This is an optimization exercise on Yosys and OpenROAD, whose aim is small area, a short achievable clock period and few clock cycles per item, not a production implementation.
The RTL was checked by simulation tests, not by an equivalence proof against the original design.
Power is estimated from default activity; no workload was simulated.

==> nickel <==
==> flow/design.v (excerpt) <==
module boron_codec(
    input         clk,
    input         rst,
    input         enc_start,
    input  [63:0] enc_plain,
    input  [79:0] enc_key,
    output [63:0] enc_out,
    output        enc_done,
    input         dec_start,
    input  [63:0] dec_cipher,
    input  [79:0] dec_key,
    output [63:0] dec_out,
    output        dec_done
);
question1_c u_enc (.clk(clk),.plain_text(enc_plain),.master_key(enc_key),.rst(rst),.start(enc_start),.out(enc_out),.done(enc_done));
decryption  u_dec (.clk(clk),.start(dec_start),.ciphertext(dec_cipher),.key_in(dec_key),.done(dec_done),.message(dec_out));
endmodule
==> module question1_c, before the edit <==
module question1_c(
            input clk,
            input [63:0] plain_text,
            input [79:0] master_key,
            input rst,
            input start,
            output [63:0] out,
            output reg done);
reg  [63:0] state;
reg  [79:0] key;
reg  [4:0]  rcounter;
reg         fin, seen;
wire [79:0] next_key;
wire [63:0] next_state;
boron_ks    u_ks  (.k(key), .r(rcounter), .o(next_key));
boron_round u_rnd (.x(state), .k(next_key[63:0]), .o(next_state));
assign out = state;
always @(posedge clk) begin
    if (rst) begin
        state    <= plain_text ^ master_key[63:0];
        key      <= master_key;
        rcounter <= 5'd0;
        fin      <= 1'b0;
        seen     <= 1'b0;
        done     <= 1'b0;
    end else begin
        key      <= next_key;
        rcounter <= rcounter + 5'd1;
        if (!fin)
            state <= next_state;
        if (rcounter == 5'd24)
            fin <= 1'b1;
        seen <= seen | start;
        done <= (fin | (rcounter == 5'd24)) & (seen | start);
    end
end
endmodule
==> module boron_ks, before the edit <==
module boron_ks(input [79:0] k, input [4:0] r, output [79:0] o);
wire [79:0] m = {k[66:0], k[79:67]};
wire [3:0] s;
boron_sbox u_s (.a(m[3:0]), .y(s));
assign o = {m[79:64], m[63:59] ^ r, m[58:4], s};
endmodule
==> module boron_kf, before the edit <==
module boron_kf(input [79:0] k, input [4:0] r, output [79:0] o);
wire [3:0] s;
boron_isbox u_s (.a(k[3:0]), .y(s));
wire [79:0] m = {k[79:64], k[63:59] ^ r, k[58:4], s};
assign o = {m[12:0], m[79:13]};
endmodule
==> module boron_round, before the edit <==
module boron_round(input [63:0] x, input [63:0] k, output [63:0] o);
wire [63:0] t;
genvar i;
generate for (i = 0; i < 16; i = i + 1) begin : g_s
    boron_sbox u_s (.a(x[4*i +: 4]), .y(t[4*i +: 4]));
end endgenerate
boron_mix u_mix (.t(t), .k(k), .o(o));
endmodule
==> module decryption, before the edit <==
module decryption(input clk,
                  input start,
                  input [63:0] ciphertext,
                  input [79:0] key_in,
                  output reg done,
                  output [63:0] message);
reg  [63:0] state;
reg  [79:0] key;
reg  [4:0]  rcounter;
reg         sched1, sched2, run;
wire [79:0] key_l, key_f;
wire [79:0] key_c [0:12];
wire [63:0] state_r;
boron_ks u_kl (.k(key_in), .r(5'd0), .o(key_l));
assign key_c[0] = key;
genvar i;
generate for (i = 0; i < 12; i = i + 1) begin : g_ks
    localparam [4:0] RA = 1 + i, RB = 13 + i;
    boron_ks u_k (.k(key_c[i]), .r(sched2 ? RB : RA), .o(key_c[i+1]));
end endgenerate
boron_kf     u_kf  (.k(key), .r(rcounter), .o(key_f));
boron_iround u_rnd (.x(state), .k(key_f[63:0]), .o(state_r));
assign message = state;
always @(posedge clk) begin
    if (!start) begin
        key      <= key_l;
        sched1   <= 1'b1;
        sched2   <= 1'b0;
        run      <= 1'b0;
        done     <= 1'b0;
        rcounter <= 5'd24;
    end else begin
        sched1 <= 1'b0;
        sched2 <= sched1;
        key <= (sched1 | sched2) ? key_c[12] : key_f;
        if (sched2) begin
            state <= ciphertext ^ key_c[12][63:0];
            run   <= 1'b1;
        end
        if (run & !done) begin
            state    <= state_r;
            rcounter <= rcounter - 5'd1;
            if (rcounter == 5'd0)
                done <= 1'b1;
        end
    end
end
endmodule
==> module boron_iround, before the edit <==
module boron_iround(input [63:0] x, input [63:0] k, output [63:0] o);
wire [63:0] t, s;
boron_imix u_mix (.x(x), .t(t));
genvar i;
generate for (i = 0; i < 16; i = i + 1) begin : g_s
    boron_isbox u_s (.a(t[4*i +: 4]), .y(s[4*i +: 4]));
end endgenerate
assign o = s ^ k;
endmodule
Settings: LEC_CHECK=0, ABC_AREA=1, CAP_MARGIN=20, CORE_MARGIN=2, CORE_UTILIZATION=40, PLACE_DENSITY=0.6, SETUP_SLACK_MARGIN=1.9, SLEW_MARGIN=20; clock period 4.0 ns.
standard.sh (not shown) runs the stock make flow with config.mk's settings and CLKGATE_MAP_FILE= SYNTH_SCRIPT=/design/flow/synth_recipe.tcl, a recipe that flattens the netlist after the stock synthesis.
==> flow/flow/run.sh <==
#!/bin/bash
# The standard layout, with every port buffered by the smallest buffer
# (sky130_fd_sc_hd__buf_1) instead of the clock-delay buffer buffer_ports
# picks by default. ORFS writes each step's log under orfs/logs/; make's own
# output goes to standard.log.
set -euo pipefail
export BUFFER_PORTS_ARGS="-buffer_cell sky130_fd_sc_hd__buf_1"
bash standard.sh > standard.log 2>&1
==> fjord (differences from nickel) <==
--- a/flow/design.v
+++ b/flow/design.v
@@ -10,10 +10,17 @@
 reg  [79:0] key;
 reg  [4:0]  rcounter;
 reg         fin, seen;
-wire [79:0] next_key;
+wire [79:0] key_m = {key[66:0], key[79:67]};     
+wire [3:0]  key_s;
+wire [79:0] next_key = {key_m[79:64], key_m[63:59] ^ rcounter, key_m[58:4], key_s};
+wire [63:0] sb;
 wire [63:0] next_state;
-boron_ks    u_ks  (.k(key), .r(rcounter), .o(next_key));
-boron_round u_rnd (.x(state), .k(next_key[63:0]), .o(next_state));
+boron_sbox u_ks (.a(key_m[3:0]), .y(key_s));
+genvar i;
+generate for (i = 0; i < 16; i = i + 1) begin : g_s
+    boron_sbox u_s (.a(state[4*i +: 4]), .y(sb[4*i +: 4]));
+end endgenerate
+boron_mix u_mix (.t(sb), .k(next_key[63:0]), .o(next_state));
 assign out = state;
 always @(posedge clk) begin
     if (rst) begin
@@ -43,26 +50,6 @@
 wire [63:0] tbl = 64'hB086275C4FD1E93A;
 assign y = tbl[4*a +: 4];
 endmodule
-module boron_ks(input [79:0] k, input [4:0] r, output [79:0] o);
-wire [79:0] m = {k[66:0], k[79:67]};
-wire [3:0] s;
-boron_sbox u_s (.a(m[3:0]), .y(s));
-assign o = {m[79:64], m[63:59] ^ r, m[58:4], s};
-endmodule
-module boron_kf(input [79:0] k, input [4:0] r, output [79:0] o);
-wire [3:0] s;
-boron_isbox u_s (.a(k[3:0]), .y(s));
-wire [79:0] m = {k[79:64], k[63:59] ^ r, k[58:4], s};
-assign o = {m[12:0], m[79:13]};
-endmodule
-module boron_round(input [63:0] x, input [63:0] k, output [63:0] o);
-wire [63:0] t;
-genvar i;
-generate for (i = 0; i < 16; i = i + 1) begin : g_s
-    boron_sbox u_s (.a(x[4*i +: 4]), .y(t[4*i +: 4]));
-end endgenerate
-boron_mix u_mix (.t(t), .k(k), .o(o));
-endmodule
 module boron_mix(input [63:0] t, input [63:0] k, output [63:0] o);
 wire [15:0] b1 = {t[6:0],   t[15:7]};     
 wire [15:0] b2 = {t[19:16], t[31:20]};    
@@ -80,31 +67,48 @@
 reg  [79:0] key;
 reg  [4:0]  rcounter;
 reg         sched1, sched2, run;
-wire [79:0] key_l, key_f;
+reg         hi, ksched;
+wire [79:0] kl_m = {key_in[66:0], key_in[79:67]};
+wire [3:0]  kl_s;
+boron_sbox u_kl (.a(kl_m[3:0]), .y(kl_s));
+wire [79:0] key_l = {kl_m[79:64], kl_m[63:59], kl_m[58:4], kl_s};
 wire [79:0] key_c [0:12];
-wire [63:0] state_r;
-boron_ks u_kl (.k(key_in), .r(5'd0), .o(key_l));
 assign key_c[0] = key;
 genvar i;
 generate for (i = 0; i < 12; i = i + 1) begin : g_ks
     localparam [4:0] RA = 1 + i, RB = 13 + i;
-    boron_ks u_k (.k(key_c[i]), .r(sched2 ? RB : RA), .o(key_c[i+1]));
+    wire [79:0] m = {key_c[i][66:0], key_c[i][79:67]};
+    wire [3:0]  s;
+    boron_sbox u_s (.a(m[3:0]), .y(s));
+    assign key_c[i+1] = {m[79:64], m[63:59] ^ (hi ? RB : RA), m[58:4], s};
 end endgenerate
-boron_kf     u_kf  (.k(key), .r(rcounter), .o(key_f));
-boron_iround u_rnd (.x(state), .k(key_f[63:0]), .o(state_r));
+wire [3:0]  kf_s;
+boron_isbox u_kf (.a(key[3:0]), .y(kf_s));
+wire [79:0] kf_m = {key[79:64], key[63:59] ^ rcounter, key[58:4], kf_s};
+wire [79:0] key_f = {kf_m[12:0], kf_m[79:13]};
+wire [63:0] t, sb;
+boron_imix u_mix (.x(state), .t(t));
+generate for (i = 0; i < 16; i = i + 1) begin : g_s
+    boron_isbox u_s (.a(t[4*i +: 4]), .y(sb[4*i +: 4]));
+end endgenerate
+wire [63:0] state_r = sb ^ key_f[63:0];
 assign message = state;
 always @(posedge clk) begin
     if (!start) begin
         key      <= key_l;
         sched1   <= 1'b1;
         sched2   <= 1'b0;
+        hi       <= 1'b0;
+        ksched   <= 1'b1;
         run      <= 1'b0;
         done     <= 1'b0;
         rcounter <= 5'd24;
     end else begin
         sched1 <= 1'b0;
         sched2 <= sched1;
-        key <= (sched1 | sched2) ? key_c[12] : key_f;
+        hi     <= hi | sched1;
+        ksched <= sched1;
+        key <= ksched ? key_c[12] : key_f;
         if (sched2) begin
             state <= ciphertext ^ key_c[12][63:0];
             run   <= 1'b1;
@@ -117,15 +121,6 @@
         end
     end
 end
-endmodule
-module boron_iround(input [63:0] x, input [63:0] k, output [63:0] o);
-wire [63:0] t, s;
-boron_imix u_mix (.x(x), .t(t));
-genvar i;
-generate for (i = 0; i < 16; i = i + 1) begin : g_s
-    boron_isbox u_s (.a(t[4*i +: 4]), .y(s[4*i +: 4]));
-end endgenerate
-assign o = s ^ k;
 endmodule
 module boron_imix(input [63:0] x, output [63:0] t);
 wire [15:0] a1 = x[31:16] ^ x[15:0];
==> flow/flow/run.sh (replaced) <==
#!/bin/bash
# The standard layout (standard.sh) with two changes:
#  - synthesis maps with ABC's &nf mapper (nf.script) instead of the ORFS
#    speed script, without 4-input muxes and without half-adder extraction
#    (synth.tcl, otherwise the standard flow's own synth_recipe.tcl);
#  - every port is buffered by sky130_fd_sc_hd__buf_1 instead of the
#    clock-delay buffer buffer_ports picks by default.
# ORFS writes each step's log under orfs/logs/; make's output goes to
# standard.log.
set -euo pipefail
here=$(cd "$(dirname "${BASH_SOURCE[0]}")" && pwd)
export BUFFER_PORTS_ARGS="-buffer_cell sky130_fd_sc_hd__buf_1"
export MY_ABC_SCRIPT="$here/nf.script"
grep -q 'SYNTH_SCRIPT=' standard.sh
sed "s#SYNTH_SCRIPT=[^ ]*#SYNTH_SCRIPT=$here/synth.tcl#" standard.sh > my_standard.sh
grep -q "SYNTH_SCRIPT=$here/synth.tcl" my_standard.sh
bash my_standard.sh > standard.log 2>&1
==> flow/flow/nf.script (new file) <==
&get -n
&st
&dch
&nf
&put
topo
stime -c
==> flow/flow/synth.tcl (new file) <==
proc synth {args} { yosys synth -nofsm -noshare {*}$args }
# Technology mapping: ABC's &nf mapper (area recovery, no buffering) in place
# of the ORFS scripts, without the 4-input muxes, and no half-adder
# extraction; OpenROAD's repair sizes and buffers the critical paths.
proc abc {args} {
  set i [lsearch -exact $args -script]
  if {$i >= 0} { lset args [expr {$i + 1}] $::env(MY_ABC_SCRIPT) }
  foreach c {mux4_1 mux4_2 mux4_4} { lappend args -dont_use sky130_fd_sc_hd__$c }
  yosys abc {*}$args
}
proc extract_fa {args} {}
source $::env(SCRIPTS_DIR)/synth.tcl
# left out here: clear keep_hierarchy, flatten, clean up, hide names made inside functions, write 1_2_yosys.v
- ABC_AREA: 1 -> not set
- CORE_UTILIZATION: 40 -> 60
- GPL_ROUTABILITY_DRIVEN: not set -> 0
- PLACE_DENSITY: 0.6 -> 0.72
- SETUP_SLACK_MARGIN: 1.9 -> 1.75
- SYNTH_HIERARCHICAL: not set -> 1
==> run notes <==
First-iteration DRC count: fjord is lower than nickel (26%).
Of nickel and fjord, nickel has the higher clock power (gap 12%, measured against fjord).
Of fjord and nickel, fjord has the higher core utilization (gap 20 points).
Between fjord and nickel, the lower final cell count is in fjord (gap about 40%, measured against nickel).
Between fjord and nickel, the lower die area is in fjord (gap about 44%, measured against nickel).
Between nickel and fjord, the lower synthesized area is in fjord (gap about 20%, measured against fjord).
Between fjord and nickel, the lower flip-flop and latch count is in nickel (gap 2).
Combinational power: fjord is lower than nickel (about 7%).
Against fjord, the maximum frequency of nickel is larger by about 2%.
In fjord the non-clock buffer count is lower than in nickel, by 225.
Testbench counts of nickel, summed over its fixed seeds: cycles 6,920, items 256.
Testbench counts of fjord, summed over its fixed seeds: cycles 6,920, items 256.

==> afterwards: timing with drivers on the ports <==
No port has a modelled driver above. Below, the same layouts with a new extraction and two added sets of constraints.
Step 1 assumes that a clkbuf_16 drives the clock port and a buf_2 every other input.
Step 2 moves the port delays by t, midway between the first and last clock arrival at a register: inputs arrive t later, outputs are due t later. That takes back most of the time a late clock gives input paths.
Three values: ideal, step 1, step 2; two values: the first two.
| run | t, ns | setup WS [ns] | worst register clock-pin slew, ns |
|---|---|---|---|
| nickel | 0.643 | 1.809 / 1.743 / 1.459 | 0.06 / 0.06 |
| fjord | 0.573 | 1.767 / 1.719 / 1.691 | 0.06 / 0.06 |
After both steps setup and hold are still met in every run listed. The setup slack of nickel, which loses most, moves by -0.066 ns with the drivers and by -0.350 ns with both steps.
